This is an optimization exercise on Yosys and OpenROAD, whose aim is small area, not a production implementation.
The RTL was checked by simulation tests, not by an equivalence proof against the original design.
No activity file was given, so power comes from the tool's default toggle rates.

## flow/design.v (module list and top-level ports; edited modules follow where they fit)
// module current_filter: 1202 lines
// module cf_fa: 6 lines
// module cf_inv: 5 lines
// module cf_ha: 6 lines
module current_filter (pClk, pRst, pFilterIn, pFilterOut);
  // ...
==> flow/flow/run.sh <==
#!/bin/bash
# The standard layout (the standard.sh, all ORFS steps), with the port buffers that
# ORFS's buffer_ports inserts made of the smallest buffer cell instead of its default choice.
set -euo pipefail
bash standard.sh "BUFFER_PORTS_ARGS=-buffer_cell sky130_fd_sc_hd__buf_1" finish > standard.log 2>&1
==> flow/standard.sh <==
#!/bin/bash
# synth_recipe.tcl (not shown) runs the flow's synth.tcl, then flattens the netlist and writes it again
# the make line also repeats each setting of config.mk as NAME=value (left out here)
make -C /OpenROAD-flow-scripts/flow DESIGN_CONFIG=/design/flow/config.mk WORK_HOME=/design/flow/orfs CLKGATE_MAP_FILE= SYNTH_SCRIPT=/design/flow/synth_recipe.tcl "${@:-finish}"
==> flow/config.mk <==
export PLATFORM = sky130hd
export DESIGN_NAME = current_filter
export DESIGN_NICKNAME = current_filter
export VERILOG_FILES = /design/flow/design.v
export SDC_FILE = /design/flow/constraint.sdc
export NUM_CORES = 4
export LEC_CHECK = 0
export CAP_MARGIN = 20
export CORE_MARGIN = 2
export CORE_UTILIZATION = 80
export CTS_BUF_LIST = sky130_fd_sc_hd__clkbuf_8
export CTS_CLUSTER_DIAMETER = 100
export CTS_CLUSTER_SIZE = 16
export SLEW_MARGIN = 20
export SYNTH_HIERARCHICAL = 1
==> flow/constraint.sdc <==
create_clock -name core_clock -period 7.5 [get_ports {pClk}]
set_input_delay 1.5000 -clock core_clock [delete_from_list [all_inputs] [get_ports {pClk}]]
set_output_delay 1.5000 -clock core_clock [all_outputs]
set_load 0.01 [all_outputs]
==> impl_metrics.yaml, run 1 <==
final_layout:
  clk_share_pct: 2.099
  signal_buffers: 37
  postLayoutCellArea_sq_um: 24080
  layout_commonest_cell: "fa_1"
  seq_share_pct: 38.40
  area_dominant_class: "multi-input combinational cells"
  diodes: 0
  final_cell_mix: "fa_1, dfxtp_1, and2_1"
floorplanning:
  fp.dieW_microns: 173.9
  io_pins: 34
hold_path:
  hold_depth: 1
  min_from: "r15[8]"
clock_network:
  cts_sinks: 462
  cts_resized: 0
global_route:
  use_met2_pct: 55.88
  grt_max_degree: 115
  antenna_found_initial: 0
place:
  placedCellCount: 2026
logic_synthesis:
  synth.top_cells.by_count: "fa_1, dfxtp_1, and2_1"
  synth-simple-area-share_pct: 10.66
  yosysWarnings: 7
  yosysTopAreaCell: "fa_1"
  ys_async_sr_fraction_pct: 0
sta:
  skew_ps: 40.79
pwr:
  p_per_area_nw_per_um2: 480.2
  seq_cell_power_uw: 3110
  finalPower_uw: 11560
run_status:
  status: "complete, no violations"
detailed_routing:
  met3WireLength_microns: 1470
critical_path:
  critPathTopFamily: "adder cells"
==> run 2: changes to the inputs <==
--- a/flow/design.v
+++ b/flow/design.v
@@ -597,79 +597,79 @@
   cf_ha us21 (.a(pFilterIn[10]), .b(r21[10]), .s(s21), .co(c22));
   cf_fa us23 (.a(pFilterIn[11]), .b(r21[11]), .c(c22), .s(s23), .co(c24));
   cf_fa us25 (.a(pFilterIn[12]), .b(r21[12]), .c(c24), .s(s25), .co(c26));
   cf_fa us27 (.a(pFilterIn[13]), .b(r21[13]), .c(c26), .s(s27), .co(c28));
   cf_fa us29 (.a(pFilterIn[14]), .b(r21[14]), .c(c28), .s(s29), .co(c30));
   cf_fa us31 (.a(pFilterIn[15]), .b(r21[15]), .c(c30), .s(s31), .co(c32));
   cf_fa us33 (.a(wm[6]), .b(r2[2]), .c(r2[0]), .s(s33), .co(c34));
   cf_fa us35 (.a(wm[7]), .b(r2[3]), .c(r2[1]), .s(s35), .co(c36));
-  cf_fa us37 (.a(r2[7]), .b(r21[3]), .c(yv[1]), .s(s37), .co(c38));
+  cf_fa us37 (.a(r2[7]), .b(r21[3]), .c(yv[4]), .s(s37), .co(c38));
   cf_fa us39 (.a(wm[8]), .b(r2[4]), .c(r2[2]), .s(s39), .co(c40));
-  cf_fa us41 (.a(r2[8]), .b(r21[4]), .c(yv[2]), .s(s41), .co(c42));
+  cf_fa us41 (.a(r2[8]), .b(r21[4]), .c(yv[5]), .s(s41), .co(c42));
   cf_fa us43 (.a(wm[9]), .b(r2[5]), .c(r2[3]), .s(s43), .co(c44));
-  cf_fa us45 (.a(r2[9]), .b(r21[5]), .c(yv[3]), .s(s45), .co(c46));
+  cf_fa us45 (.a(r2[9]), .b(r21[5]), .c(yv[6]), .s(s45), .co(c46));
   cf_fa us47 (.a(wm[10]), .b(r2[6]), .c(r2[4]), .s(s47), .co(c48));
-  cf_fa us49 (.a(r2[10]), .b(r21[6]), .c(yv[4]), .s(s49), .co(c50));
+  cf_fa us49 (.a(r2[10]), .b(r21[6]), .c(yv[7]), .s(s49), .co(c50));
   cf_fa us51 (.a(wm[11]), .b(r2[7]), .c(r2[5]), .s(s51), .co(c52));
-  cf_fa us53 (.a(r2[11]), .b(r21[7]), .c(yv[5]), .s(s53), .co(c54));
+  cf_fa us53 (.a(r2[11]), .b(r21[7]), .c(yv[8]), .s(s53), .co(c54));
   cf_fa us55 (.a(wm[12]), .b(r2[8]), .c(r2[6]), .s(s55), .co(c56));
-  cf_fa us57 (.a(r2[12]), .b(r21[8]), .c(yv[6]), .s(s57), .co(c58));
+  cf_fa us57 (.a(r2[12]), .b(r21[8]), .c(yv[9]), .s(s57), .co(c58));
   cf_fa us59 (.a(wm[13]), .b(r2[9]), .c(r2[7]), .s(s59), .co(c60));
-  cf_fa us61 (.a(r2[13]), .b(r21[9]), .c(yv[7]), .s(s61), .co(c62));
+  cf_fa us61 (.a(r2[13]), .b(r21[9]), .c(yv[10]), .s(s61), .co(c62));
   cf_fa us63 (.a(wm[14]), .b(wc[0]), .c(r2[10]), .s(s63), .co(c64));
-  cf_fa us65 (.a(r2[14]), .b(r21[10]), .c(yv[8]), .s(s65), .co(c66));
+  cf_fa us65 (.a(r2[14]), .b(r21[10]), .c(yv[11]), .s(s65), .co(c66));
   cf_fa us67 (.a(wm[15]), .b(r2[11]), .c(r2[9]), .s(s67), .co(c68));
-  cf_fa us69 (.a(r2[15]), .b(r21[11]), .c(yv[9]), .s(s69), .co(c70));
+  cf_fa us69 (.a(r2[15]), .b(r21[11]), .c(yv[12]), .s(s69), .co(c70));
   cf_fa us71 (.a(wm[16]), .b(r2[12]), .c(r2[10]), .s(s71), .co(c72));
-  cf_fa us73 (.a(r21[12]), .b(yv[10]), .c(yc[0]), .s(s73), .co(c74));
+  cf_fa us73 (.a(r21[12]), .b(yv[13]), .c(yc[0]), .s(s73), .co(c74));
   cf_fa us75 (.a(wm[17]), .b(r2[13]), .c(r2[11]), .s(s75), .co(c76));
   cf_fa us77 (.a(wm[18]), .b(r2[14]), .c(r2[12]), .s(s77), .co(c78));
   cf_fa us79 (.a(wm[4]), .b(r2[0]), .c(r21[4]), .s(s79), .co(c80));
   cf_fa us81 (.a(wm[5]), .b(r2[1]), .c(r21[5]), .s(s81), .co(c82));
-  cf_fa us83 (.a(r2[6]), .b(r21[2]), .c(yv[0]), .s(s83), .co(c84));
-  cf_fa us85 (.a(r21[6]), .b(yv[3]), .c(yv2[0]), .s(s85), .co(c86));
-  cf_fa us87 (.a(r21[7]), .b(yv[4]), .c(yv2[1]), .s(s87), .co(c88));
+  cf_fa us83 (.a(r2[6]), .b(r21[2]), .c(yv[3]), .s(s83), .co(c84));
+  cf_fa us85 (.a(r21[6]), .b(yv[0]), .c(yv2[0]), .s(s85), .co(c86));
+  cf_fa us87 (.a(r21[7]), .b(yv[1]), .c(yv2[1]), .s(s87), .co(c88));
   cf_fa us89 (.a(1'b1), .b(c34), .c(s35), .s(s89), .co(c90));
-  cf_fa us91 (.a(r21[8]), .b(yv[5]), .c(yv2[2]), .s(s91), .co(c92));
+  cf_fa us91 (.a(r21[8]), .b(yv[2]), .c(yv2[2]), .s(s91), .co(c92));
   cf_fa us93 (.a(c36), .b(~c38), .c(s39), .s(s93), .co(c94));
-  cf_fa us95 (.a(r21[9]), .b(yv[6]), .c(yv2[3]), .s(s95), .co(c96));
+  cf_fa us95 (.a(r21[9]), .b(yv[3]), .c(yv2[3]), .s(s95), .co(c96));
   cf_fa us97 (.a(c40), .b(~c42), .c(s43), .s(s97), .co(c98));
-  cf_fa us99 (.a(r21[10]), .b(yv[7]), .c(yv2[4]), .s(s99), .co(c100));
+  cf_fa us99 (.a(r21[10]), .b(yv[4]), .c(yv2[4]), .s(s99), .co(c100));
   cf_fa us101 (.a(c44), .b(~c46), .c(s47), .s(s101), .co(c102));
-  cf_fa us103 (.a(r21[11]), .b(yv[8]), .c(yv2[5]), .s(s103), .co(c104));
+  cf_fa us103 (.a(r21[11]), .b(yv[5]), .c(yv2[5]), .s(s103), .co(c104));
   cf_fa us105 (.a(c48), .b(~c50), .c(s51), .s(s105), .co(c106));
-  cf_fa us107 (.a(r21[12]), .b(yv[9]), .c(yv2[6]), .s(s107), .co(c108));
+  cf_fa us107 (.a(r21[12]), .b(yv[6]), .c(yv2[6]), .s(s107), .co(c108));
   cf_fa us109 (.a(c52), .b(~c54), .c(s55), .s(s109), .co(c110));
-  cf_fa us111 (.a(r21[13]), .b(yv[10]), .c(yc[0]), .s(s111), .co(c112));
+  cf_fa us111 (.a(r21[13]), .b(yc[0]), .c(yv[7]), .s(s111), .co(c112));
   cf_fa us113 (.a(yv2[7]), .b(c56), .c(s59), .s(s113), .co(c114));
   cf_fa us115 (.a(c58), .b(s61), .c(~pFilterIn[7]), .s(s115), .co(c116));
-  cf_fa us117 (.a(r2[8]), .b(r21[14]), .c(yv[11]), .s(s117), .co(c118));
+  cf_fa us117 (.a(r2[8]), .b(r21[14]), .c(yv[8]), .s(s117), .co(c118));
   cf_fa us119 (.a(yv2[8]), .b(c60), .c(s63), .s(s119), .co(c120));
   cf_fa us121 (.a(c62), .b(s65), .c(~pFilterIn[8]), .s(s121), .co(c122));
-  cf_fa us123 (.a(r21[15]), .b(yv[12]), .c(yv2[9]), .s(s123), .co(c124));
+  cf_fa us123 (.a(r21[15]), .b(yv[9]), .c(yv2[9]), .s(s123), .co(c124));
   cf_fa us125 (.a(c64), .b(~c66), .c(s67), .s(s125), .co(c126));
   cf_fa us127 (.a(~s69), .b(pFilterIn[9]), .c(c118), .s(s127), .co(c128));
-  cf_fa us129 (.a(yv[13]), .b(yv2[10]), .c(yc2[0]), .s(s129), .co(c130));
+  cf_fa us129 (.a(yv[10]), .b(yv2[10]), .c(yc2[0]), .s(s129), .co(c130));
   cf_fa us131 (.a(c68), .b(~c70), .c(s71), .s(s131), .co(c132));
   cf_fa us133 (.a(~s73), .b(pFilterIn[10]), .c(c124), .s(s133), .co(c134));
-  cf_fa us135 (.a(1'b1), .b(yv[14]), .c(yv2[11]), .s(s135), .co(c136));
-  cf_fa us137 (.a(r21[13]), .b(yv[11]), .c(c74), .s(s137), .co(c138));
+  cf_fa us135 (.a(1'b1), .b(yv[11]), .c(yv2[11]), .s(s135), .co(c136));
+  cf_fa us137 (.a(r21[13]), .b(yv[14]), .c(c74), .s(s137), .co(c138));
   cf_fa us139 (.a(c72), .b(s75), .c(pFilterIn[11]), .s(s139), .co(c140));
-  cf_fa us141 (.a(1'b1), .b(yv[15]), .c(yv2[12]), .s(s141), .co(c142));
-  cf_fa us143 (.a(r21[14]), .b(yv[12]), .c(~c76), .s(s143), .co(c144));
+  cf_fa us141 (.a(1'b1), .b(yv[12]), .c(yv2[12]), .s(s141), .co(c142));
+  cf_fa us143 (.a(r21[14]), .b(yv[15]), .c(~c76), .s(s143), .co(c144));
   cf_fa us145 (.a(s77), .b(pFilterIn[12]), .c(c136), .s(s145), .co(c146));
   cf_fa us147 (.a(wm[19]), .b(r2[15]), .c(r2[13]), .s(s147), .co(c148));
-  cf_fa us149 (.a(yv[16]), .b(yv2[13]), .c(c78), .s(s149), .co(c150));
-  cf_fa us151 (.a(r21[15]), .b(yv[13]), .c(~pFilterIn[13]), .s(s151), .co(c152));
+  cf_fa us149 (.a(yv[13]), .b(yv2[13]), .c(c78), .s(s149), .co(c150));
+  cf_fa us151 (.a(r21[15]), .b(yv[16]), .c(~pFilterIn[13]), .s(s151), .co(c152));
   cf_fa us153 (.a(wm[20]), .b(wc[1]), .c(r2[14]), .s(s153), .co(c154));
-  cf_fa us155 (.a(~yv[14]), .b(yv2[14]), .c(pFilterIn[14]), .s(s155), .co(c156));
-  cf_fa us157 (.a(wm[21]), .b(r2[15]), .c(yv2[15]), .s(s157), .co(c158));
-  cf_fa us159 (.a(1'b1), .b(yv[1]), .c(s79), .s(s159), .co(c160));
-  cf_fa us161 (.a(yv[2]), .b(c80), .c(s81), .s(s161), .co(c162));
+  cf_fa us155 (.a(yv[14]), .b(yv2[14]), .c(pFilterIn[14]), .s(s155), .co(c156));
+  cf_fa us157 (.a(wm[21]), .b(r2[15]), .c(yv[15]), .s(s157), .co(c158));
+  cf_fa us159 (.a(r2[4]), .b(r21[0]), .c(yv[1]), .s(s159), .co(c160));
+  cf_fa us161 (.a(r2[5]), .b(r21[1]), .c(yv[2]), .s(s161), .co(c162));
   cf_fa us163 (.a(c82), .b(s85), .c(s33), .s(s163), .co(c164));
   cf_fa us165 (.a(c86), .b(s87), .c(s89), .s(s165), .co(c166));
   cf_fa us167 (.a(c84), .b(s37), .c(~pFilterIn[1]), .s(s167), .co(c168));
   cf_fa us169 (.a(c88), .b(s91), .c(c90), .s(s169), .co(c170));
   cf_fa us171 (.a(~s41), .b(s93), .c(pFilterIn[2]), .s(s171), .co(c172));
   cf_fa us173 (.a(c92), .b(s95), .c(c94), .s(s173), .co(c174));
   cf_fa us175 (.a(~s45), .b(s97), .c(pFilterIn[3]), .s(s175), .co(c176));
   cf_fa us177 (.a(c96), .b(s99), .c(c98), .s(s177), .co(c178));
@@ -689,47 +689,47 @@
   cf_fa us205 (.a(c130), .b(s135), .c(c132), .s(s205), .co(c206));
   cf_fa us207 (.a(~s137), .b(c134), .c(s139), .s(s207), .co(c208));
   cf_fa us209 (.a(~s141), .b(c138), .c(s143), .s(s209), .co(c210));
   cf_fa us211 (.a(c140), .b(s145), .c(c206), .s(s211), .co(c212));
   cf_fa us213 (.a(c142), .b(s147), .c(s149), .s(s213), .co(c214));
   cf_fa us215 (.a(c144), .b(~c146), .c(s151), .s(s215), .co(c216));
   cf_fa us217 (.a(c148), .b(s153), .c(c150), .s(s217), .co(c218));
   cf_fa us219 (.a(~c152), .b(s155), .c(c214), .s(s219), .co(c220));
-  cf_fa us221 (.a(1'b1), .b(c154), .c(s157), .s(s221), .co(c222));
-  cf_fa us223 (.a(~yv[15]), .b(pFilterIn[15]), .c(c156), .s(s223), .co(c224));
-  cf_fa us225 (.a(wm[22]), .b(yv2[16]), .c(c158), .s(s225), .co(c226));
+  cf_fa us221 (.a(yv2[15]), .b(c154), .c(s157), .s(s221), .co(c222));
+  cf_fa us223 (.a(1'b1), .b(pFilterIn[15]), .c(c156), .s(s223), .co(c224));
+  cf_fa us225 (.a(wm[22]), .b(yv[16]), .c(yv2[16]), .s(s225), .co(c226));
   cf_fa us227 (.a(1'b1), .b(wm[0]), .c(r21[0]), .s(s227), .co(c228));
   cf_fa us229 (.a(wm[1]), .b(~r2[1]), .c(r21[1]), .s(s229), .co(c230));
   cf_fa us231 (.a(wm[2]), .b(~r2[2]), .c(r21[2]), .s(s231), .co(c232));
-  cf_fa us233 (.a(wm[3]), .b(r21[3]), .c(yv[0]), .s(s233), .co(c234));
-  cf_fa us235 (.a(r2[4]), .b(r21[0]), .c(~s159), .s(s235), .co(c236));
-  cf_fa us237 (.a(r2[5]), .b(r21[1]), .c(~c160), .s(s237), .co(c238));
-  cf_fa us239 (.a(c162), .b(s163), .c(pFilterIn[0]), .s(s239), .co(c240));
+  cf_fa us233 (.a(wm[3]), .b(~r2[3]), .c(r21[3]), .s(s233), .co(c234));
+  cf_fa us235 (.a(1'b1), .b(~s159), .c(s79), .s(s235), .co(c236));
+  cf_fa us237 (.a(c160), .b(~c80), .c(s161), .s(s237), .co(c238));
+  cf_fa us239 (.a(c162), .b(s83), .c(~s163), .s(s239), .co(c240));
   cf_fa us241 (.a(c164), .b(s165), .c(~s167), .s(s241), .co(c242));
   cf_fa us243 (.a(c166), .b(s169), .c(s171), .s(s243), .co(c244));
   cf_fa us245 (.a(c170), .b(s173), .c(c172), .s(s245), .co(c246));
   cf_fa us247 (.a(c174), .b(s177), .c(c176), .s(s247), .co(c248));
   cf_fa us249 (.a(c178), .b(s181), .c(c180), .s(s249), .co(c250));
   cf_fa us251 (.a(c182), .b(s185), .c(c184), .s(s251), .co(c252));
   cf_fa us253 (.a(s189), .b(c188), .c(s191), .s(s253), .co(c254));
   cf_fa us255 (.a(c190), .b(s193), .c(c192), .s(s255), .co(c256));
   cf_fa us257 (.a(s197), .b(~c196), .c(s199), .s(s257), .co(c258));
   cf_fa us259 (.a(s201), .b(c200), .c(s203), .s(s259), .co(c260));
   cf_fa us261 (.a(c202), .b(s205), .c(c204), .s(s261), .co(c262));
   cf_fa us263 (.a(~s209), .b(c208), .c(s211), .s(s263), .co(c264));
   cf_fa us265 (.a(~c210), .b(s213), .c(c212), .s(s265), .co(c266));
   cf_fa us267 (.a(s217), .b(~c216), .c(s219), .s(s267), .co(c268));
   cf_fa us269 (.a(s221), .b(c218), .c(c220), .s(s269), .co(c270));
-  cf_fa us271 (.a(~yv[16]), .b(c222), .c(s225), .s(s271), .co(c272));
-  cf_fa us273 (.a(~r2[3]), .b(c232), .c(s233), .s(s273), .co(c274));
-  cf_fa us275 (.a(c234), .b(~s235), .c(c274), .s(s275), .co(c276));
-  cf_fa us277 (.a(~s161), .b(c236), .c(s237), .s(s277), .co(c278));
-  cf_fa us279 (.a(s83), .b(c238), .c(~s239), .s(s279), .co(c280));
-  cf_fa us281 (.a(c240), .b(s241), .c(~c280), .s(s281), .co(c282));
+  cf_fa us271 (.a(c158), .b(s225), .c(c222), .s(s271), .co(c272));
+  cf_fa us273 (.a(~yv[0]), .b(c232), .c(s233), .s(s273), .co(c274));
+  cf_fa us275 (.a(c234), .b(s235), .c(c274), .s(s275), .co(c276));
+  cf_fa us277 (.a(s81), .b(c236), .c(~s237), .s(s277), .co(c278));
+  cf_fa us279 (.a(c238), .b(s239), .c(~pFilterIn[0]), .s(s279), .co(c280));
+  cf_fa us281 (.a(c240), .b(~s241), .c(c280), .s(s281), .co(c282));
   cf_fa us283 (.a(~c168), .b(c242), .c(s243), .s(s283), .co(c284));
   cf_fa us285 (.a(s175), .b(c244), .c(s245), .s(s285), .co(c286));
   cf_fa us287 (.a(s179), .b(c246), .c(s247), .s(s287), .co(c288));
   cf_fa us289 (.a(s183), .b(c248), .c(s249), .s(s289), .co(c290));
   cf_fa us291 (.a(s187), .b(c250), .c(s251), .s(s291), .co(c292));
   cf_fa us293 (.a(c252), .b(s253), .c(c292), .s(s293), .co(c294));
   cf_fa us295 (.a(~s195), .b(c254), .c(s255), .s(s295), .co(c296));
   cf_fa us297 (.a(c256), .b(s257), .c(c296), .s(s297), .co(c298));
@@ -743,20 +743,20 @@
   cf_fa us313 (.a(wm[23]), .b(c226), .c(c272), .s(s313), .co(c314));
   cf_fa us315 (.a(wm[24]), .b(1'b1), .c(c314), .s(s315), .co(c316));
   cf_fa us317 (.a(wm[25]), .b(1'b1), .c(c316), .s(s317), .co(c318));
   cf_ha us319 (.a(s227), .b(~r2[0]), .s(s319), .co(c320));
   cf_fa us321 (.a(c228), .b(s229), .c(c320), .s(s321), .co(c322));
   cf_fa us323 (.a(c230), .b(s231), .c(c322), .s(s323), .co(c324));
   cf_ha us325 (.a(s273), .b(c324), .s(s325), .co(c326));
   cf_ha us327 (.a(s275), .b(c326), .s(s327), .co(c328));
-  cf_fa us329 (.a(c276), .b(~s277), .c(c328), .s(s329), .co(c330));
-  cf_fa us331 (.a(c278), .b(s279), .c(~c330), .s(s331), .co(c332));
-  cf_ha us333 (.a(s281), .b(~c332), .s(s333), .co(c334));
-  cf_fa us335 (.a(c282), .b(s283), .c(c334), .s(s335), .co(c336));
+  cf_fa us329 (.a(c276), .b(s277), .c(c328), .s(s329), .co(c330));
+  cf_fa us331 (.a(c278), .b(~s279), .c(c330), .s(s331), .co(c332));
+  cf_ha us333 (.a(~s281), .b(c332), .s(s333), .co(c334));
+  cf_fa us335 (.a(~c282), .b(s283), .c(c334), .s(s335), .co(c336));
   cf_fa us337 (.a(c284), .b(s285), .c(c336), .s(s337), .co(c338));
   cf_fa us339 (.a(c286), .b(s287), .c(c338), .s(s339), .co(c340));
   cf_fa us341 (.a(c288), .b(s289), .c(c340), .s(s341), .co(c342));
   cf_fa us343 (.a(c290), .b(s291), .c(c342), .s(s343), .co(c344));
   cf_ha us345 (.a(s293), .b(c344), .s(s345), .co(c346));
   cf_ha us347 (.a(c294), .b(s295), .s(s347), .co(c348));
   cf_ha us349 (.a(s297), .b(c348), .s(s349), .co(c350));
   cf_ha us351 (.a(s299), .b(c350), .s(s351), .co(c352));
@@ -1174,27 +1174,27 @@
     r18 <= {(r17[15] & pRst), (r17[14] & pRst), (r17[13] & pRst), (r17[12] & pRst), (r17[11] & pRst), (r17[10] & pRst), (r17[9] & pRst), (r17[8] & pRst), (r17[7] & pRst), (r17[6] & pRst), (r17[5] & pRst), (r17[4] & pRst), (r17[3] & pRst), (r17[2] & pRst), (r17[1] & pRst), (r17[0] & pRst)};
   always @(posedge pClk)
     r19 <= {~(r18[15] & pRst), ~(r18[14] & pRst), ~(r18[13] & pRst), ~(r18[12] & pRst), ~(r18[11] & pRst), ~(r18[10] & pRst), ~(r18[9] & pRst), ~(r18[8] & pRst), ~(r18[7] & pRst), ~(r18[6] & pRst), ~(r18[5] & pRst), ~(r18[4] & pRst), ~(r18[3] & pRst), ~(r18[2] & pRst), ~(r18[1] & pRst), ~(r18[0] & pRst)};
   always @(posedge pClk)
     r20 <= {~(r19[15] | rst), ~(r19[14] | rst), ~(r19[13] | rst), ~(r19[12] | rst), ~(r19[11] | rst), ~(r19[10] | rst), ~(r19[9] | rst), ~(r19[8] | rst), ~(r19[7] | rst), ~(r19[6] | rst), ~(r19[5] | rst), ~(r19[4] | rst), ~(r19[3] | rst), ~(r19[2] | rst), ~(r19[1] | rst), ~(r19[0] | rst)};
   always @(posedge pClk)
     r21 <= {~(r20[15] & pRst), ~(r20[14] & pRst), ~(r20[13] & pRst), ~(r20[12] & pRst), ~(r20[11] & pRst), ~(r20[10] & pRst), ~(r20[9] & pRst), ~(r20[8] & pRst), ~(r20[7] & pRst), ~(r20[6] & pRst), ~(r20[5] & pRst), ~(r20[4] & pRst), ~(r20[3] & pRst), ~(r20[2] & pRst), ~(r20[1] & pRst), ~(r20[0] & pRst)};
   always @(posedge pClk)
-    wm <= {(s367 | rst), (s365 | rst), (s363 | rst), (s361 | rst), (s359 | rst), (s307 | rst), (s357 & pRst), (s355 & pRst), (s353 | rst), (s351 | rst), (s349 & pRst), (s347 & pRst), (s345 & pRst), (s343 & pRst), (s341 & pRst), (s339 & pRst), (s337 & pRst), (s335 & pRst), (s333 & pRst), ~(s331 | rst), (s329 & pRst), (s327 & pRst), (s325 | rst), (s323 | rst), (s321 & pRst), (s319 | rst)};
+    wm <= {(s367 | rst), (s365 | rst), (s363 | rst), (s361 | rst), (s359 | rst), (s307 | rst), (s357 & pRst), (s355 & pRst), (s353 | rst), (s351 | rst), (s349 & pRst), (s347 & pRst), (s345 & pRst), (s343 & pRst), (s341 & pRst), (s339 & pRst), (s337 & pRst), (s335 & pRst), (s333 & pRst), (s331 & pRst), (s329 & pRst), (s327 & pRst), (s325 | rst), (s323 | rst), (s321 & pRst), (s319 | rst)};
   always @(posedge pClk)
     wc <= {(c358 & pRst), (c346 & pRst)};
   always @(posedge pClk)
     vm <= {(s787 & pRst), (s785 & pRst), (s783 & pRst), (s781 & pRst), (s779 & pRst), (s743 & pRst), (s741 & pRst), (s777 & pRst), (s775 | rst), (s773 & pRst), (s771 | rst), (s769 | rst), (s729 | rst), (s727 & pRst), (s725 & pRst), (s767 & pRst), (s765 & pRst), (s763 & pRst), (s761 & pRst), (s759 & pRst), (s757 & pRst), (s755 & pRst), (s709 | rst), (s707 & pRst), (s705 & pRst), (s703 & pRst)};
   always @(posedge pClk)
     vc <= {(c778 & pRst), (c768 & pRst)};
   always @(posedge pClk)
-    yv <= {(c32 | rst), (s31 & pRst), (s29 & pRst), (s27 & pRst), (s25 & pRst), (s23 & pRst), (s21 & pRst), (s19 & pRst), (s17 & pRst), (s15 & pRst), (s13 & pRst), (s11 & pRst), (s9 & pRst), (s7 & pRst), (s5 & pRst), (s3 & pRst), (s1 & pRst)};
+    yv <= {~(c32 | rst), ~(s31 & pRst), ~(s29 & pRst), ~(s27 & pRst), ~(s25 & pRst), ~(s23 & pRst), ~(s21 & pRst), ~(s19 & pRst), ~(s17 & pRst), ~(s15 & pRst), ~(s13 & pRst), ~(s11 & pRst), ~(s9 & pRst), ~(s7 & pRst), ~(s5 & pRst), ~(s3 & pRst), ~(s1 & pRst)};
   always @(posedge pClk)
-    yv2 <= {(yv[16] | rst), (yv[15] & pRst), (yv[14] & pRst), (yv[13] & pRst), (yv[12] & pRst), (yv[11] & pRst), (yv[10] & pRst), (yv[9] & pRst), (yv[8] & pRst), (yv[7] & pRst), (yv[6] & pRst), (yv[5] & pRst), (yv[4] & pRst), (yv[3] & pRst), (yv[2] & pRst), (yv[1] & pRst), (yv[0] & pRst)};
+    yv2 <= {~(yv[16] & pRst), ~(yv[15] | rst), ~(yv[14] | rst), ~(yv[13] | rst), ~(yv[12] | rst), ~(yv[11] | rst), ~(yv[10] | rst), ~(yv[9] | rst), ~(yv[8] | rst), ~(yv[7] | rst), ~(yv[6] | rst), ~(yv[5] | rst), ~(yv[4] | rst), ~(yv[3] | rst), ~(yv[2] | rst), ~(yv[1] | rst), ~(yv[0] | rst)};
   always @(posedge pClk)
     yc <= {(c20 & pRst)};
   always @(posedge pClk)
     yc2 <= {(yc[0] & pRst)};
   always @(posedge pClk)
     s <= {(s1097 & pRst), (s1095 & pRst), (s1093 & pRst), (s1091 & pRst), (s1089 & pRst), (s1087 & pRst), (s1085 & pRst), (s1083 & pRst), (s1081 & pRst), (s1079 & pRst), (s1077 & pRst), (s1075 & pRst), (s1015 & pRst), (s1013 & pRst), (s1011 & pRst), (s1073 & pRst), (s1071 & pRst), (s1069 & pRst), (s1067 & pRst), (s1065 & pRst), (s1063 & pRst), (s1061 & pRst), (s1059 & pRst), (s1057 & pRst), (s1055 & pRst), (s1053 & pRst), (s1051 & pRst), (s1049 & pRst), (s1047 & pRst), (s1045 & pRst), (s1043 & pRst), (s1041 & pRst)};
   always @(posedge pClk)
     sc <= {(c1080 & pRst), (c1074 & pRst)};
--- a/flow/config.mk
+++ b/flow/config.mk
@@ -5,11 +5,11 @@
 export SDC_FILE = /design/flow/constraint.sdc
 export NUM_CORES = 4
 export LEC_CHECK = 0
 export CAP_MARGIN = 20
 export CORE_MARGIN = 2
 export CORE_UTILIZATION = 80
 export CTS_BUF_LIST = sky130_fd_sc_hd__clkbuf_8
 export CTS_CLUSTER_DIAMETER = 100
-export CTS_CLUSTER_SIZE = 16
+export CTS_CLUSTER_SIZE = 14
 export SLEW_MARGIN = 20
 export SYNTH_HIERARCHICAL = 1
==> impl_metrics.yaml, run 2 <==
sta:
  skew_ps: 27.00
  hold_viol: 0
  setup_tns_ps: 0
  tightest_slew_ps: 969.4
  fmax_mhz: 163.6
  relSlewSlack_pct: 35.37
  slew_violations: 0
  period_minus_slack_ps: 6113
  period_share_pct: 81.51
  finalSetupViolations: 0
  rsz0062_at_grt: "false"
global_route:
  grt_overflow: 0
  grt_max_degree: 106
  antenna_found_initial: 0
  grt_usage_pct: 31.84
  grt_pass1_wl_microns: 71460
  grt_pass1_vias: 13558
pwr:
  ir_drop_mv: 0.4180
  p_per_area_nw_per_um2: 483.5
  finalPower_uw: 11640
  leakagePower_uw: 0.009236
logic_synthesis:
  netlist_instances: 1639
  netlist-cell-type-count: 20
  ys_async_sr_fraction_pct: 0
  yosysMostFrequentCell: "fa_1"
  yosysTopAreaCell: "fa_1"
  synth.top_cells.by_count: "fa_1, dfxtp_1, and2_1"
  syn_area_sq_um: 23010
  synth_edf_count: 0
  syn_avg_cell_area_sq_um: 14.04
  synth.top_cells.by_area: "fa_1, dfxtp_1, and2_1"
  synth-seq-area-share_pct: 40.19
  yosysTopAreaCellShare_pct: 44.19
  ys_ff_latch: 462
  yosysWarnings: 7
  ys.flop_type: "dfxtp_1"
clock_network:
  path_clk_slew_ps: 100
  cts_max_path_buffers: 3
  cts-hold-fix-buffers: 0
  cts_buffers: 38
  clock-root-buffer: "clkbuf_8"
  cts_sinks: 462
  cts_setup_buffers: 0
  insertion_delay_ps: 590
  cts_resized: 0
  cts_tree: "yes"
  htreeDepth: 2
critical_path:
  arrival_ps: 6610
  end_kind: "flip-flop"
  worstReg2RegEnd: "s[31]"
  criticalPathCategory: "reg -> reg"
  cp_max_fo: 6
  critPathRequiredTime_ps: 7990
  r2r_slack_ps: 1390
  reg2regPathDepth: 17
  regToRegStartpoint: "yv2[10]"
  critPathLaunchType: "flip-flop"
floorplanning:
  io_pins: 34
  fp-row-count: 62
  die_h_microns: 173.6
  initial_core_util_pct: 80.62
  core_area_sq_um: 28550
  fp.dieW_microns: 173.6
  dieArea_sq_um: 30140
final_layout:
  diodes: 0
  largest_reg_flops: 32
  n_fill_cell: 1442
  area_growth_pct: 4.589
  drive_gt1_share_pct: 7.788
  seq_area_sq_um: 9249
  layout_commonest_cell: "fa_1"
  nNetsFinal: 2251
  final_cell_mix: "fa_1, dfxtp_1, and2_1"
  largest_register: "s"
  multi_input_area_sq_um: 13310
  reg.largest.list: "s: 32 flops, vm: 26 flops, wm: 26 flops"
detailed_routing:
  vias: 11410
  wl_per_cell_microns: 20.82
  drtAntennaViolNets: 0
  dr.pass1.iters: 6
  viasPerCell: 5.523
  drc: 0
  first_iter_violations: 625
  wl_microns: 43010
place:
  numPortBuffers: 33
  hpwl_microns: 33920
  place_congestion: 0.9253
hold_path:
  hold_depth: 1
  hold_path_end: "r16[14]"
  min_from: "r15[14]"
  hold_path.class: "reg -> reg"
job:
  maxCapViolations: 0
run_status:
  status: "complete, no violations"
run 2: changes by cell type in the layout (fill, tap and decap cells not counted):
cell        before  now
nand2_1        118  135
inv_1           78   76
inv_8            0    1
clkbuf_8        35   39
and2_1         171  140
or2_2           82   80
buf_16           0    1
inv_6            1    0
nor2_1         102  118
clkinvlp_4       2    1
run 2: kinds of logic (layout without fill, tap and decap cells):
kind of cell	Yosys count	after routing	share of synthesized area, %
AO/OA/AOI/OAI	2	2	0.1523
XOR/XNOR	13	13	0.4947
adder cells (fa/ha/maj)	552	552	46.58
buffers and inverters	128	156	2.229
flip-flops	462	462	40.19
other	1	16	0.01629
AND/OR/NAND/NOR	481	481	10.34
run 2: power breakdown:
| part | switching [uW] | leakage, uW | total (uW) | internal [uW] |
|---|---|---|---|---|
| logic | 3570 | 0.00518 | 7300 | 3730 |
| registers | 308 | 0.00377 | 3100 | 2790 |
| clock network | 768 | 0.000287 | 1240 | 472 |
run 2: worst max-delay path by stage:
stage                     cells after the start          from     end  slack, ps
after CTS                                    17       yv2[10]   s[31]       1380
final                                        17       yv2[10]   s[31]       1390
after floorplan                              14         vm[2]  vm[10]       1690
after global placement                       16  pFilterIn[1]  wm[13]       1480
after detailed placement                     16  pFilterIn[1]  wm[13]       1300
after global routing                         17       yv2[10]   s[31]       1130
run 2: critical path, stage by stage (launching register included):
cell and delay, ps:
dfxtp_1 580, fa_1 500, fa_1 520, fa_1 450
fa_1 420, ha_1 200, fa_1 370, fa_1 370
ha_1 220, ha_1 200, fa_1 390, ha_1 220
fa_1 380, fa_1 390, ha_1 200, ha_1 190
ha_1 260, and2_1 150
run 2: layout make-up:
class                      instances  share of cell area [%]
timing repair buffer              38                  0.7693
inverter                          77                   1.211
multi-input combinational       1064                   55.29
sequential                       462                   38.42
clock inverter                     2                 0.07797
tap                              384                   1.996
clock buffer                      39                   2.230
run 2: per-module statistics from Yosys, one instance, submodules excluded:
module | copies in the design | flip-flops and latches | cells
current_filter | 1 | 462 | 1089
cf_fa | 508 | 0 | 1
cf_ha | 41 | 0 | 1
cf_inv | 1 | 0 | 1
run 2: routing by layer:
layer,vias up,wire (microns),part of all wire [%],global-route usage [%]
li1,4930,-,-,-
met1,6056,15810,37,40.10
met2,281,22920,53,54.95
met3,143,1765,4.1,4.781
met4,0,2514,5.8,15.93
met5,-,0,0,0
run 2: metrics by stage:
step | hold WS [ps] | utilization [%] | cells | cell area, sq um | setup WS [ps]
after floorplan | 350.8 | - | 1654 | 23070 | 1690
after global placement | 352.0 | 82.28 | 2024 | 23490 | 1478
after detailed placement | 354.8 | 82.28 | 2024 | 23490 | 1300
after CTS | 374.7 | 84.22 | 2065 | 24040 | 1375
after global routing | 376.3 | 84.32 | 2066 | 24070 | 1129
final | 372.4 | 84.32 | 2066 | 24070 | 1387
==> run 3: changes to the inputs <==
--- a/flow/config.mk
+++ b/flow/config.mk
@@ -8,8 +8,8 @@
 export CAP_MARGIN = 20
 export CORE_MARGIN = 2
-export CORE_UTILIZATION = 80
+export CORE_UTILIZATION = 84
 export CTS_BUF_LIST = sky130_fd_sc_hd__clkbuf_8
 export CTS_CLUSTER_DIAMETER = 100
-export CTS_CLUSTER_SIZE = 14
+export CTS_CLUSTER_SIZE = 16
 export SLEW_MARGIN = 20
 export SYNTH_HIERARCHICAL = 1
==> impl_metrics.yaml, run 3 <==
run_status:
  status: "complete, no violations"
sta:
  skew_ps: 37.26
  relSlewSlack_pct: 39.91
  hold_slack_ps: 365.1
  period_minus_slack_ps: 6191
  rsz0062_at_grt: "false"
  setup_tns_ps: 0
  tightest_slew_ps: 901.4
  period_share_pct: 82.55
  hold_viol: 0
  slew_violations: 0
  fmax_mhz: 161.5
  finalSetupViolations: 0
logic_synthesis:
  yosysTopAreaCellShare_pct: 44.19
  ys.flop_type: "dfxtp_1"
  syn_area_sq_um: 23010
  yosysTopAreaCell: "fa_1"
  netlist-cell-type-count: 20
  ys_ff_latch: 462
  yosysMostFrequentCell: "fa_1"
  ys_async_sr_fraction_pct: 0
  yosysWarnings: 7
  netlist_instances: 1639
  synth-seq-area-share_pct: 40.19
  synth_edf_count: 0
  syn_avg_cell_area_sq_um: 14.04
  synth.top_cells.by_area: "fa_1, dfxtp_1, and2_1"
  synth.top_cells.by_count: "fa_1, dfxtp_1, and2_1"
critical_path:
  cp_max_fo: 6
  critPathRequiredTime_ps: 7970
  critPathLaunchType: "flip-flop"
  arrival_ps: 6660
  end_kind: "flip-flop"
  regToRegStartpoint: "yv2[0]"
  criticalPathCategory: "reg -> reg"
  worstReg2RegEnd: "s[16]"
  reg2regPathDepth: 18
  r2r_slack_ps: 1310
pwr:
  ir_drop_mv: 0.4497
  leakagePower_uw: 0.009192
  p_per_area_nw_per_um2: 500.9
place:
  dpl-instance-area_sq_um: 23430
  place_congestion: 0.9363
  placedCellCount: 1980
  numPortBuffers: 33
  hpwl_microns: 35680
job:
  maxCapViolations: 0
final_layout:
  drive_gt1_share_pct: 7.458
  layout_commonest_cell: "fa_1"
  diodes: 0
  multi_input_area_sq_um: 13310
  largest_register: "s"
  nNetsFinal: 2245
  largest_reg_flops: 32
  postLayoutCellArea_sq_um: 23930
  area_growth_pct: 3.991
  reg.largest.list: "s: 32 flops, vm: 26 flops, wm: 26 flops"
  seq_area_sq_um: 9249
  final_cell_mix: "fa_1, dfxtp_1, and2_1"
  n_fill_cell: 1094
  stdcell_count: 2017
clock_network:
  cts_max_path_buffers: 3
  cts-hold-fix-buffers: 0
  clock-root-buffer: "clkbuf_8"
  path_clk_slew_ps: 120
  cts_buffers: 34
  htreeDepth: 2
  cts_resized: 0
  cts_sinks: 462
  insertion_delay_ps: 570
  cts_tree: "yes"
  cts_setup_buffers: 0
hold_path:
  hold_path_end: "r2[13]"
  hold_path.class: "reg -> reg"
  min_from: "r1[13]"
  hold_depth: 1
floorplanning:
  dieArea_sq_um: 28740
  io_pins: 34
  core_area_sq_um: 26950
  initial_core_util_pct: 85.39
  fp-row-count: 60
  fp.dieW_microns: 169.5
  die_h_microns: 169.5
detailed_routing:
  vias: 11734
  drc: 0
  wl_microns: 46950
  drtAntennaViolNets: 0
  viasPerCell: 5.818
  first_iter_violations: 698
  dr.pass1.iters: 5
  wl_per_cell_microns: 23.27
global_route:
  grt_pass1_vias: 14288
  grt_max_degree: 125
  grt_pass1_wl_microns: 75560
  grt_overflow: 0
  grt_usage_pct: 36.24
  antenna_found_initial: 0
## run 3: cell type report
type	instances	area share, %
clock buffers	36	2.070
clock inverters	1	0.03137
inverters	77	1.218
multi-input cells	1064	55.61
flip-flops and latches	462	38.64
well taps	341	1.783
repair buffers	36	0.6430
## run 3: per-module statistics from Yosys (local to each module, per instance)
module,cells inside,area (sq um)
cf_fa,1,20.02
cf_ha,1,12.51
current_filter,1089,12330
cf_inv,1,3.754
## run 3: how the worst max path moves through the flow
stage	startpoint	end	slack, ps	cells after the start
final	yv2[0]	s[16]	1310	18
after global routing	yv2[10]	s[31]	1120	17
after CTS	yv2[10]	s[31]	1280	17
after detailed placement	yv2[10]	s[31]	1340	17
after global placement	pFilterIn[1]	wm[13]	1440	16
after floorplan	vm[2]	vm[10]	1690	14
## run 3: worst max-delay path: stages (launching register included)
cell and delay, ps:
dfxtp_1 580, fa_1 530, ha_1 260, fa_1 400, ha_1 220, fa_1 410
fa_1 410, fa_1 400, fa_1 390, ha_1 200, ha_1 210, fa_1 380
ha_1 240, ha_1 210, fa_1 360, ha_1 230, ha_1 210, ha_1 290
and2_1 150
## run 3: per-stage QoR
step	utilization [%]	total power (uW)	setup WS [ps]
finish	88.80	11990	1309
global route	88.80	13170	1118
CTS	88.79	12090	1283
detailed placement	86.92	10630	1342
global placement	86.92	9753	1441
floorplan	-	8326	1690
## run 3: logic make-up after synthesis
| group | share of synthesized area (%) |
|---|---|
| adders and majority gates | 46.58 |
| buffers and inverters | 2.229 |
| DFF | 40.19 |
| and+or+nand+nor | 10.34 |
| AOI/OAI and AO/OA | 0.1523 |
| other | 0.01629 |
| xor gates and xnor gates | 0.4947 |
## run 3: where the power goes
part / switching [uW] / total, uW / internal (uW)
combinational: 3840 / 7710 / 3870
clock: 741 / 1180 / 434
sequential: 315 / 3100 / 2790
## run 3: layer usage
metal	wire (microns)	global-route usage, %	vias up	share of wire (%)
met4	3750	23.93	0	8.0
met2	25140	63.89	383	54
li1	-	-	4924	-
met1	16110	41.84	6209	34
met5	0	0	-	0
met3	1945	5.084	218	4.1
==> run 4: changes to the inputs <==
--- a/flow/config.mk
+++ b/flow/config.mk
@@ -8,5 +8,5 @@
 export CAP_MARGIN = 20
 export CORE_MARGIN = 2
-export CORE_UTILIZATION = 84
+export CORE_UTILIZATION = 80
 export CTS_BUF_LIST = sky130_fd_sc_hd__clkbuf_8
 export CTS_CLUSTER_DIAMETER = 100
==> impl_metrics.yaml, run 4 <==
final_layout:
  largest_reg_flops: 32
  final_core_util_pct: 84.14
  layout_commonest_cell: "fa_1"
  final_cell_mix: "fa_1, dfxtp_1, and2_1"
  postLayoutCellArea_sq_um: 24020
  area_growth_pct: 4.371
  nNetsFinal: 2247
  n_fill_cell: 1460
  drive_gt1_share_pct: 7.624
  diodes: 0
  reg.largest.list: "s: 32 flops, vm: 26 flops, wm: 26 flops"
  largest_register: "s"
detailed_routing:
  drtAntennaViolNets: 0
  first_iter_violations: 603
  vias: 11311
  wl_per_cell_microns: 20.69
  viasPerCell: 5.483
  drc: 0
  dr.pass1.iters: 5
  wl_microns: 42670
logic_synthesis:
  yosysTopAreaCell: "fa_1"
  yosysWarnings: 7
  synth.top_cells.by_count: "fa_1, dfxtp_1, and2_1"
  netlist_instances: 1639
  netlist-cell-type-count: 20
  yosysMostFrequentCell: "fa_1"
  yosysTopAreaCellShare_pct: 44.19
  synth.top_cells.by_area: "fa_1, dfxtp_1, and2_1"
  ys.flop_type: "dfxtp_1"
  ys_ff_latch: 462
  synth-seq-area-share_pct: 40.19
  syn_avg_cell_area_sq_um: 14.04
  ys_async_sr_fraction_pct: 0
  syn_area_sq_um: 23010
  synth_edf_count: 0
critical_path:
  critPathRequiredTime_ps: 7980
  crit_start: "yv2[11]"
  critPathLaunchType: "flip-flop"
  criticalPathCategory: "reg -> reg"
  reg2regPathDepth: 17
  end_kind: "flip-flop"
  r2r_slack_ps: 1400
  worstReg2RegEnd: "s[31]"
  cp_max_fo: 6
  arrival_ps: 6590
  regToRegStartpoint: "yv2[11]"
pwr:
  p_sw_uw: 4642
  leakagePower_uw: 0.009206
  cell_internal_pwr_uw: 6964
  netSwitchingFraction_pct: 40.00
  seq_power_share_pct: 26.7
  ir_drop_mv: 0.4165
  comb_power_share_pct: 63.1
  clock_power_share_pct: 10.2
  p_per_area_nw_per_um2: 483.2
sta:
  setup_tns_ps: 0
  period_minus_slack_ps: 6104
  hold_slack_ps: 367.3
  slew_violations: 0
  period_share_pct: 81.39
  fmax_mhz: 163.8
  setup_slack_ps: 1396
  finalSetupViolations: 0
  skew_ps: 36.25
  relSlewSlack_pct: 35.34
  rsz0062_at_grt: "false"
  tightest_slew_ps: 969.8
  hold_viol: 0
clock_network:
  cts_sinks: 462
  clock-root-buffer: "clkbuf_8"
  cts_tree: "yes"
  insertion_delay_ps: 590
  cts_max_path_buffers: 3
  path_clk_slew_ps: 110
  cts_setup_buffers: 0
  cts_resized: 0
  cts_buffers: 34
  htreeDepth: 2
  cts-hold-fix-buffers: 0
global_route:
  antenna_found_initial: 0
  grt_max_degree: 106
  grt_pass1_vias: 13439
  grt_pass1_wl_microns: 70760
  grt_usage_pct: 31.47
  grt_overflow: 0
floorplanning:
  initial_core_util_pct: 80.62
  die_h_microns: 173.6
  io_pins: 34
  fp.dieW_microns: 173.6
  core_area_sq_um: 28550
  fp-row-count: 62
  dieArea_sq_um: 30140
hold_path:
  hold_path_end: "r2[11]"
  hold_depth: 1
  min_from: "r1[11]"
  hold_path.class: "reg -> reg"
place:
  place_congestion: 0.9253
  hpwl_microns: 33920
  dpl-instance-area_sq_um: 23490
  numPortBuffers: 33
  pre_cts_slack_ps: 1300
run_status:
  status: "complete, no violations"
job:
  maxCapViolations: 0
-- run 4: metrics by stage --
| step | instances | power [uW] |
|---|---|---|
| 6_report | 2063 | 11610 |
| 5_1_grt | 2063 | 12820 |
| 4_1_cts | 2062 | 11760 |
| 3_5_place_dp | 2024 | 10510 |
| 3_3_place_gp | 2024 | 9772 |
| 2_1_floorplan | 1654 | 8326 |
-- run 4: final cells by class --
class / count / area [sq um] / share of cell area, %
Clock buffer: 35 / 481.7 / 2.005
Clock inverter: 3 / 23.77 / 0.09897
Inverter: 77 / 291.5 / 1.214
Multi-Input combinational cell: 1064 / 13310 / 55.41
Sequential cell: 462 / 9249 / 38.50
Tap cell: 384 / 480.5 / 2.000
Timing Repair Buffer: 38 / 185.2 / 0.7709
-- run 4: Yosys stat by module, one instance, submodules excluded --
module	times used	area [sq um]	flip-flops and latches	cells
cf_inv	1	3.754	0	1
cf_fa	508	20.02	0	1
current_filter	1	12330	462	1089
cf_ha	41	12.51	0	1
-- run 4: logic make-up after synthesis --
kind of cell,Yosys count,synth area share [%]
AOI/OAI and AO/OA,2,0.1523
xor gates and xnor gates,13,0.4947
adders and majority gates,552,46.58
buffers and inverters,128,2.229
and+or+nand+nor,481,10.34
DFF,462,40.19
other,1,0.01629
-- run 4: critical path: stages (launching register included) --
cell     delay, ps
dfxtp_1        600
fa_1           480
fa_1           520
fa_1           440
fa_1           410
ha_1           200
fa_1           370
fa_1           370
ha_1           220
ha_1           200
fa_1           390
ha_1           210
fa_1           380
fa_1           390
ha_1           200
ha_1           190
ha_1           260
and2_1         150
-- run 4: power by group through the flow --
stage | sequential (uW) | combinational, uW | clock [uW]
2_1_floorplan | 3050 | 5280 | 0
3_3_place_gp | 3160 | 6620 | 0
3_5_place_dp | 3160 | 7350 | 0
4_1_cts | 3100 | 7440 | 1220
5_1_grt | 3130 | 8380 | 1300
6_report | 3100 | 7320 | 1180
-- run 4: worst max-delay path by stage --
| stage | endpoint | depth (start not counted) |
|---|---|---|
| after floorplan | vm[10] | 14 |
| after global placement | wm[13] | 16 |
| after detailed placement | wm[13] | 16 |
| after CTS | s[31] | 17 |
| after global routing | s[31] | 17 |
| final | s[31] | 17 |
-- run 4: per-layer routing --
layer	vias to the layer above	global-route usage, %	wire length (microns)
li1	4922	-	-
met1	5994	39.64	15560
met2	267	55.38	23080
met3	128	4.232	1760
met4	0	14.29	2268
met5	-	0	0
==> run 5: changes to the inputs <==
--- a/flow/config.mk
+++ b/flow/config.mk
@@ -8,5 +8,5 @@
 export CAP_MARGIN = 20
 export CORE_MARGIN = 2
-export CORE_UTILIZATION = 80
+export CORE_UTILIZATION = 82
 export CTS_BUF_LIST = sky130_fd_sc_hd__clkbuf_8
 export CTS_CLUSTER_DIAMETER = 100
==> impl_metrics.yaml, run 5 <==
run_status:
  status: "complete, no violations"
pwr:
  finalPower_uw: 11460
  ir_drop_mv: 0.3884
  p_per_area_nw_per_um2: 477.9
  leakagePower_uw: 0.009195
hold_path:
  hold_depth: 1
  hold_path_end: "r2[2]"
  hold_path.class: "reg -> reg"
  min_from: "r1[2]"
logic_synthesis:
  yosysTopAreaCell: "fa_1"
  synth_xor_area_share_pct: 0.4947
  synth.top_cells.by_count: "fa_1, dfxtp_1, and2_1"
  yosysWarnings: 7
  yosysTopAreaCellShare_pct: 44.19
  synth-simple-area-share_pct: 10.34
  yosysMostFrequentCell: "fa_1"
  syn_area_sq_um: 23010
  ys.flop_type: "dfxtp_1"
  synth-seq-area-share_pct: 40.19
  ys_ff_latch: 462
  synth_top_family_by_area: "adder cells"
  syn_avg_cell_area_sq_um: 14.04
  synth_edf_count: 0
  synth_mux_area_share_pct: 0
  synth.top_cells.by_area: "fa_1, dfxtp_1, and2_1"
  synth_compound_area_share_pct: 0.1522
  netlist_instances: 1639
  ys_async_sr_fraction_pct: 0
  netlist-cell-type-count: 20
  synth_fa_ha_area_share_pct: 46.58
detailed_routing:
  wl_microns: 42570
  wl_per_cell_microns: 20.72
  drtAntennaViolNets: 0
  first_iter_violations: 618
  drc: 0
  dr.pass1.iters: 4
  vias: 11237
  viasPerCell: 5.471
critical_path:
  r2r_slack_ps: 1390
  slowest_delay_ps: 560
  end_kind: "flip-flop"
  reg2regPathDepth: 14
  regToRegStartpoint: "wm[1]"
  crit_top_cell: "fa_1"
  criticalPathCategory: "reg -> reg"
  path_cells: "fa_1 > fa_1 > fa_1 > fa_1 > fa_1 > fa_1 > ha_1 > fa_1 > fa_1 > fa_1 > fa_1 > fa_1 > fa_1 > and2_1"
  critPathTopFamily: "adder cells"
  cp_slowest_cell: "fa_1"
  arrival_ps: 6570
  critPathRequiredTime_ps: 7960
  critPathLaunchType: "flip-flop"
  critical_path_buf_inv_count: 0
  worstReg2RegEnd: "vm[10]"
  cp_max_fo: 2
sta:
  hold_viol: 0
  period_minus_slack_ps: 6109
  fmax_mhz: 163.7
  slew_violations: 0
  tightest_slew_ps: 1028
  period_share_pct: 81.45
  setup_tns_ps: 0
  finalSetupViolations: 0
  skew_ps: 26.88
  relSlewSlack_pct: 31.44
  rsz0062_at_grt: "false"
clock_network:
  cts_max_path_buffers: 3
  cts_sinks: 462
  htreeDepth: 2
  cts_buffers: 34
  cts_setup_buffers: 0
  cts-hold-fix-buffers: 0
  path_clk_slew_ps: 100
  cts_resized: 0
  insertion_delay_ps: 560
  clock-root-buffer: "clkbuf_8"
  cts_tree: "yes"
final_layout:
  diodes: 0
  area_growth_pct: 4.230
  drive_gt1_share_pct: 7.458
  reg.largest.list: "s: 32 flops, vm: 26 flops, wm: 26 flops"
  largest_register: "s"
  final_core_util_pct: 86.58
  final_cell_mix: "fa_1, dfxtp_1, and2_1"
  nNetsFinal: 2245
  largest_reg_flops: 32
  layout_commonest_cell: "fa_1"
floorplanning:
  die_h_microns: 171.5
  initial_core_util_pct: 83.07
  dieArea_sq_um: 29420
  io_pins: 34
  fp-row-count: 61
  fp.dieW_microns: 171.5
  core_area_sq_um: 27710
global_route:
  grt_usage_pct: 32.72
  grt_overflow: 0
  grt_pass1_vias: 13365
  grt_pass1_wl_microns: 70100
  antenna_found_initial: 0
  grt_max_degree: 230
job:
  maxCapViolations: 0
place:
  hpwl_microns: 33950
  place_congestion: 0.9284
  numPortBuffers: 33
-- run 5: per-layer routing --
metal / GRT usage, % / part of all wire, %
met1: 40.58 / 37
met2: 56.35 / 53
met3: 4.809 / 3.9
met4: 17.69 / 6.7
met5: 0 / 0
-- run 5: power by group --
part / total, uW / leakage (uW) / switching (uW) / internal, uW
Sequential: 3100 / 0.00377 / 312 / 2790
Clock: 1180 / 0.000259 / 749 / 434
Combinational: 7180 / 0.00517 / 3490 / 3690
-- run 5: worst reg2reg max path, delay by kind of cell (launching register included) --
kind,cells,cell delay [ps]
simple gates,1,160
fa+ha+maj,13,5430
flops,1,410
-- run 5: final cells by class --
cell class	instances	area [sq um]
inverters	77	291.5
flip-flops and latches	462	9249
clock buffers	36	495.5
repair buffers	36	162.7
multi-input cells	1064	13310
fillers	1261	3717
clock inverters	1	7.507
well taps	378	473.0
-- run 5: how the worst max path moves through the flow --
stage	end	start	slack, ps	depth (start not counted)
after floorplan	vm[10]	vm[2]	1690	14
after global placement	wm[13]	pFilterIn[1]	1480	16
after detailed placement	vm[10]	vm[1]	1360	14
after CTS	vm[10]	vm[1]	1350	14
after global routing	vm[10]	wm[2]	1190	14
final	vm[10]	wm[1]	1390	14
-- run 5: Yosys stat by module (local to each module, per instance) --
module	cells	cell area, sq um
cf_ha	1	12.51
cf_fa	1	20.02
cf_inv	1	3.754
current_filter	1089	12330
-- run 5: logic make-up after synthesis --
group / after synthesis
adders and majority gates: 552
and+or+nand+nor: 481
DFF: 462
buffers and inverters: 128
xor gates and xnor gates: 13
AOI/OAI and AO/OA: 2
other: 1
-- run 5: through the flow --
stage          hold WS, ps  instance area [sq um]  std cells  worst slack [ps]
2_1_floorplan        350.8                  23070       1654              1690
5_1_grt              382.7                  23990       2054              1189
4_1_cts              367.1                  23990       2054              1354
6_report             367.4                  23990       2054              1391
3_3_place_gp         352.2                  23490       2017              1482
3_5_place_dp         355.5                  23490       2017              1356
==> run 6: changes to the inputs <==
--- a/flow/config.mk
+++ b/flow/config.mk
@@ -8,8 +8,8 @@
 export CAP_MARGIN = 20
 export CORE_MARGIN = 2
-export CORE_UTILIZATION = 82
-export CTS_BUF_LIST = sky130_fd_sc_hd__clkbuf_8
-export CTS_CLUSTER_DIAMETER = 100
-export CTS_CLUSTER_SIZE = 16
+export CORE_UTILIZATION = 80
+export CTS_BUF_LIST = sky130_fd_sc_hd__clkbuf_4
+export CTS_CLUSTER_DIAMETER = 60
+export CTS_CLUSTER_SIZE = 10
 export SLEW_MARGIN = 20
 export SYNTH_HIERARCHICAL = 1
==> impl_metrics.yaml, run 6 <==
global_route:
  grt_pass1_wl_microns: 71350
  grt_usage_pct: 31.54
  grt_max_degree: 106
  grt_overflow: 0
  grt_pass1_vias: 13666
  antenna_found_initial: 1
logic_synthesis:
  ys_ff_latch: 462
  synth_edf_count: 0
  synth.top_cells.by_area: "fa_1, dfxtp_1, and2_1"
  synth.top_cells.by_count: "fa_1, dfxtp_1, and2_1"
  yosysWarnings: 7
  syn_area_sq_um: 23010
  netlist_instances: 1639
  ys.flop_type: "dfxtp_1"
  yosysTopAreaCellShare_pct: 44.19
  ys_async_sr_fraction_pct: 0
  synth-seq-area-share_pct: 40.19
  yosysTopAreaCell: "fa_1"
  yosysMostFrequentCell: "fa_1"
  netlist-cell-type-count: 20
  syn_avg_cell_area_sq_um: 14.04
pwr:
  clock_power_share_pct: 9.5
  cell_internal_pwr_uw: 6875
  p_sw_uw: 4660
  netSwitchingFraction_pct: 40.40
  leakagePower_uw: 0.009213
  ir_drop_mv: 0.5272
  finalPower_uw: 11530
  p_per_area_nw_per_um2: 481.7
  comb_power_share_pct: 63.6
  seq_power_share_pct: 26.9
final_layout:
  area_growth_pct: 4.039
  multi_input_area_sq_um: 13310
  final_cell_mix: "fa_1, dfxtp_1, and2_1"
  layout_commonest_cell: "fa_1"
  reg.largest.list: "s: 32 flops, vm: 26 flops, wm: 26 flops"
  largest_register: "s"
  n_fill_cell: 1472
  seq_area_sq_um: 9249
  nNetsFinal: 2265
  largest_reg_flops: 32
  drive_gt1_share_pct: 8.647
clock_network:
  cts_setup_buffers: 0
  path_clk_slew_ps: 110
  htreeDepth: 2
  clock-root-buffer: "clkbuf_4"
  cts_tree: "yes"
  cts_max_path_buffers: 3
  cts-hold-fix-buffers: 0
  cts_buffers: 52
  cts_sinks: 462
  cts_resized: 0
  insertion_delay_ps: 750
critical_path:
  worstSetupPathDepth: 17
  cp_max_fo: 6
  critical_path_buf_inv_count: 0
  crit_top_cell: "fa_1"
  reg2regPathDepth: 17
  path_cells: "fa_1 > fa_1 > fa_1 > fa_1 > ha_1 > fa_1 > fa_1 > ha_1 > ha_1 > fa_1 > ha_1 > fa_1 > fa_1 > ha_1 > ha_1 > ha_1 > and2_1"
  slowest_delay_ps: 590
  arrival_ps: 6760
  criticalPathCategory: "reg -> reg"
  critPathRequiredTime_ps: 8140
  cp_slowest_cell: "dfxtp_1"
  r2r_slack_ps: 1380
  end_kind: "flip-flop"
  critPathLaunchType: "flip-flop"
  critPathTopFamily: "adder cells"
sta:
  period_share_pct: 81.60
  setup_tns_ps: 0
  finalSetupViolations: 0
  fmax_mhz: 163.4
  skew_ps: 40.80
  hold_slack_ps: 367.5
  rsz0062_at_grt: "false"
  period_minus_slack_ps: 6120
  tightest_slew_ps: 959.4
  hold_viol: 0
  slew_violations: 0
  relSlewSlack_pct: 36.04
detailed_routing:
  wl_microns: 42650
  viasPerCell: 5.482
  dr.pass1.iters: 4
  vias: 11429
  first_iter_violations: 564
  drtAntennaViolNets: 0
  drc: 0
  wl_per_cell_microns: 20.46
run_status:
  status: "complete, no violations"
place:
  place_congestion: 0.9253
  hpwl_microns: 33920
  numPortBuffers: 33
hold_path:
  hold_depth: 1
  hold_path.class: "reg -> reg"
floorplanning:
  dieArea_sq_um: 30140
  core_area_sq_um: 28550
  die_h_microns: 173.6
  fp-row-count: 62
  fp.dieW_microns: 173.6
  io_pins: 34
  initial_core_util_pct: 80.62
job:
  maxCapViolations: 0
-- run 6: power by group through the flow --
stage	logic (uW)	registers, uW	clock network, uW
3_3_place_gp	6620	3160	0
4_1_cts	7430	3100	1130
2_1_floorplan	5280	3050	0
6_report	7340	3100	1100
5_1_grt	8440	3140	1230
3_5_place_dp	7350	3160	0
-- run 6: modules after synthesis, one instance, submodules excluded --
module | cell area [sq um] | flip-flops and latches | times used
cf_fa | 20.02 | 0 | 508
cf_ha | 12.51 | 0 | 41
cf_inv | 3.754 | 0 | 1
current_filter | 12330 | 462 | 1
-- run 6: stage by stage --
step	util [%]	instance area, sq um	cells	worst slack, ps
floorplan	-	23070	1654	1690
global placement	82.28	23490	2024	1478
detailed placement	82.28	23490	2024	1300
CTS	83.77	23910	2083	1323
global route	83.88	23940	2085	1082
finish	83.88	23940	2085	1380
-- run 6: final cells by class --
class	count	area share, %
multi-input combinational	1064	55.58
sequential	462	38.63
tap	384	2.007
clock buffer	53	1.662
inverter	77	1.218
timing repair buffer	38	0.7734
clock inverter	6	0.1202
antenna	1	0.01045
-- run 6: path summary, 6_finish.rpt --
path              startpoint  endpoint
setup / recovery     yv2[10]     s[31]
hold / removal       r15[14]   r16[14]
setup reg to reg     yv2[10]     s[31]
hold reg to reg      r15[14]   r16[14]
-- run 6: kinds of logic after synthesis --
| kind of cell | share of synthesized area (%) |
|---|---|
| compound gates | 0.1523 |
| xor+xnor | 0.4947 |
| fa+ha+maj | 46.58 |
| buf+inv | 2.229 |
| flops | 40.19 |
| other cells | 0.01629 |
| simple gates | 10.34 |
-- run 6: metal layers --
| metal | wire (microns) | up-vias | GRT usage [%] |
|---|---|---|---|
| met5 | 0 | - | 0 |
| met4 | 2528 | 0 | 16.25 |
| met3 | 1545 | 144 | 4.298 |
| met2 | 22680 | 260 | 54.20 |
| met1 | 15900 | 6037 | 40.09 |
| li1 | - | 4988 | - |
==> run 7: changes to the inputs <==
--- a/flow/config.mk
+++ b/flow/config.mk
@@ -10,6 +10,6 @@
 export CORE_UTILIZATION = 80
 export CTS_BUF_LIST = sky130_fd_sc_hd__clkbuf_4
-export CTS_CLUSTER_DIAMETER = 60
-export CTS_CLUSTER_SIZE = 10
+export CTS_CLUSTER_DIAMETER = 50
+export CTS_CLUSTER_SIZE = 8
 export SLEW_MARGIN = 20
 export SYNTH_HIERARCHICAL = 1
==> impl_metrics.yaml, run 7 <==
clock_network:
  cts_buffers: 69
  insertion_delay_ps: 720
  clock-root-buffer: "clkbuf_4"
  path_clk_slew_ps: 100
  cts-hold-fix-buffers: 0
  cts_max_path_buffers: 3
  cts_setup_buffers: 0
  cts_resized: 0
  cts_tree: "yes"
  htreeDepth: 3
  cts_sinks: 462
pwr:
  p_per_area_nw_per_um2: 494.5
  leakagePower_uw: 0.009330
  finalPower_uw: 11950
  ir_drop_mv: 0.4269
detailed_routing:
  wl_microns: 44560
  wl_per_cell_microns: 21.14
  dr.pass1.iters: 7
  first_iter_violations: 580
  vias: 11704
  drc: 0
  drtAntennaViolNets: 0
  viasPerCell: 5.552
critical_path:
  arrival_ps: 6750
  cp_max_fo: 6
  endpoint: "s[31]"
  regToRegStartpoint: "yv2[10]"
  reg2regPathDepth: 17
  critPathRequiredTime_ps: 8100
  critPathLaunchType: "flip-flop"
  r2r_slack_ps: 1350
  worstReg2RegEnd: "s[31]"
  end_kind: "flip-flop"
  crit_start: "yv2[10]"
  criticalPathCategory: "reg -> reg"
global_route:
  grt_max_degree: 106
  grt_overflow: 0
  grt_pass1_vias: 13915
  grt_usage_pct: 32.52
  antenna_found_initial: 1
  grt_pass1_wl_microns: 73000
sta:
  period_share_pct: 82.04
  hold_viol: 0
  fmax_mhz: 162.5
  period_minus_slack_ps: 6153
  rsz0062_at_grt: "false"
  relSlewSlack_pct: 33.61
  finalSetupViolations: 0
  setup_tns_ps: 0
  slew_violations: 0
  tightest_slew_ps: 995.8
  skew_ps: 54.16
logic_synthesis:
  synth_edf_count: 0
  synth.top_cells.by_count: "fa_1, dfxtp_1, and2_1"
  syn_area_sq_um: 23010
  syn_avg_cell_area_sq_um: 14.04
  yosysWarnings: 7
  yosysTopAreaCellShare_pct: 44.19
  ys_ff_latch: 462
  synth-seq-area-share_pct: 40.19
  netlist_instances: 1639
  ys_async_sr_fraction_pct: 0
  netlist-cell-type-count: 20
  synth.top_cells.by_area: "fa_1, dfxtp_1, and2_1"
  ys.flop_type: "dfxtp_1"
  yosysMostFrequentCell: "fa_1"
  yosysTopAreaCell: "fa_1"
place:
  dpl-instance-area_sq_um: 23490
  hpwl_microns: 33920
  place_congestion: 0.9253
  numPortBuffers: 33
final_layout:
  drive_gt1_share_pct: 9.983
  layout_commonest_cell: "fa_1"
  postLayoutCellArea_sq_um: 24170
  largest_reg_flops: 32
  largest_register: "s"
  final_cell_mix: "fa_1, dfxtp_1, and2_1"
  nNetsFinal: 2282
  area_growth_pct: 5.007
  reg.largest.list: "s: 32 flops, vm: 26 flops, wm: 26 flops"
floorplanning:
  core_area_sq_um: 28550
  initial_core_util_pct: 80.62
  fp-row-count: 62
  fp.dieW_microns: 173.6
  dieArea_sq_um: 30140
  die_h_microns: 173.6
  io_pins: 34
hold_path:
  hold_path.class: "reg -> reg"
job:
  maxCapViolations: 0
run_status:
  status: "complete, no violations"
## run 7: cell counts after synthesis
Identical to the previous run, type by type.
## run 7: how the worst min path moves through the flow
stage / from / end / slack (ps) / depth (start not counted)
2_1_floorplan: r1[0] / r2[0] / 350 / 1
3_3_place_gp: r7[6] / r8[6] / 350 / 1
3_5_place_dp: r9[3] / r10[3] / 350 / 1
4_1_cts: r4[2] / r5[2] / 350 / 1
5_1_grt: r4[2] / r5[2] / 370 / 1
6_report: r15[14] / r16[14] / 370 / 1
## run 7: modules after synthesis (local to each module, per instance)
| module | flops+latches | times used |
|---|---|---|
| current_filter | 462 | 1 |
| cf_fa | 0 | 508 |
| cf_ha | 0 | 41 |
| cf_inv | 0 | 1 |
## run 7: layout make-up
class	instances	area, sq um
Timing Repair Buffer	38	185.2
Tap cell	384	480.5
Multi-Input combinational cell	1064	13310
Clock inverter	10	108.9
Inverter	77	291.5
Antenna cell	1	2.502
Clock buffer	72	540.5
Sequential cell	462	9249
Fill cell	1447	4380
## run 7: per-stage QoR
step | util [%] | worst slack, ps | instances | hold WS, ps
3_5_place_dp | 82.28 | 1300 | 2024 | 354.8
4_1_cts | 84.55 | 1351 | 2106 | 354.4
5_1_grt | 84.66 | 1079 | 2108 | 371.6
6_report | 84.66 | 1347 | 2108 | 367.6
2_1_floorplan | - | 1690 | 1654 | 350.8
3_3_place_gp | 82.28 | 1478 | 2024 | 352.0
## run 7: where the power goes
group	internal [uW]	switching, uW	leakage, uW
clock	523	833	0.000380
combinational	3800	3690	0.00518
sequential	2790	310	0.00377
## run 7: critical path, cell delays in order (launching register included)
cell     delay, ps
dfxtp_1        580
fa_1           500
fa_1           520
fa_1           450
fa_1           420
ha_1           200
fa_1           370
fa_1           370
ha_1           220
ha_1           200
fa_1           390
ha_1           210
fa_1           390
fa_1           390
ha_1           210
ha_1           200
ha_1           260
and2_1         150
## run 7: cell families (layout without fill, tap and decap cells)
logic type	Yosys count	count (layout)	synth area share, %
DFF	462	462	40.19
buffers and inverters	128	197	2.229
AOI/OAI and AO/OA	2	2	0.1523
other	1	17	0.01629
and+or+nand+nor	481	481	10.34
adders and majority gates	552	552	46.58
xor gates and xnor gates	13	13	0.4947
## run 7: layer usage
metal,vias up,routed length (microns),GRT usage [%]
met2,321,24010,56.65
met3,168,1643,5.351
li1,5028,-,-
met1,6187,16240,40.02
met5,-,0,0
met4,0,2656,16.42

[static timing again, ports no longer ideal]
In the flow no input, the clock included, has a driving cell. The finished layouts below were timed again as built, in two steps.
Step 1: set_driving_cell puts a clkbuf_16 on pClk and a buf_2 on each other input, an assumption about the parent block.
Step 2 times the ports against the registers' clock, not the clock port: input delays grow and output delays shrink by t, the midpoint of the rising clock arrivals with the driver on.
a / b / c = no drivers / after step 1 / after step 2; a / b = the first two.
run | shift t [ns] | setup WS [ns]
run 1 | 0.624 | 1.328 / 1.328 / 1.328
run 2 | 0.617 | 1.387 / 1.387 / 1.343
run 3 | 0.595 | 1.309 / 1.309 / 1.309
run 4 | 0.621 | 1.396 / 1.396 / 1.350
run 5 | 0.599 | 1.391 / 1.391 / 1.391
run 6 | 0.776 | 1.380 / 1.380 / 1.367
run 7 | 0.742 | 1.347 / 1.347 / 1.333
After both steps every run listed still meets setup and hold.
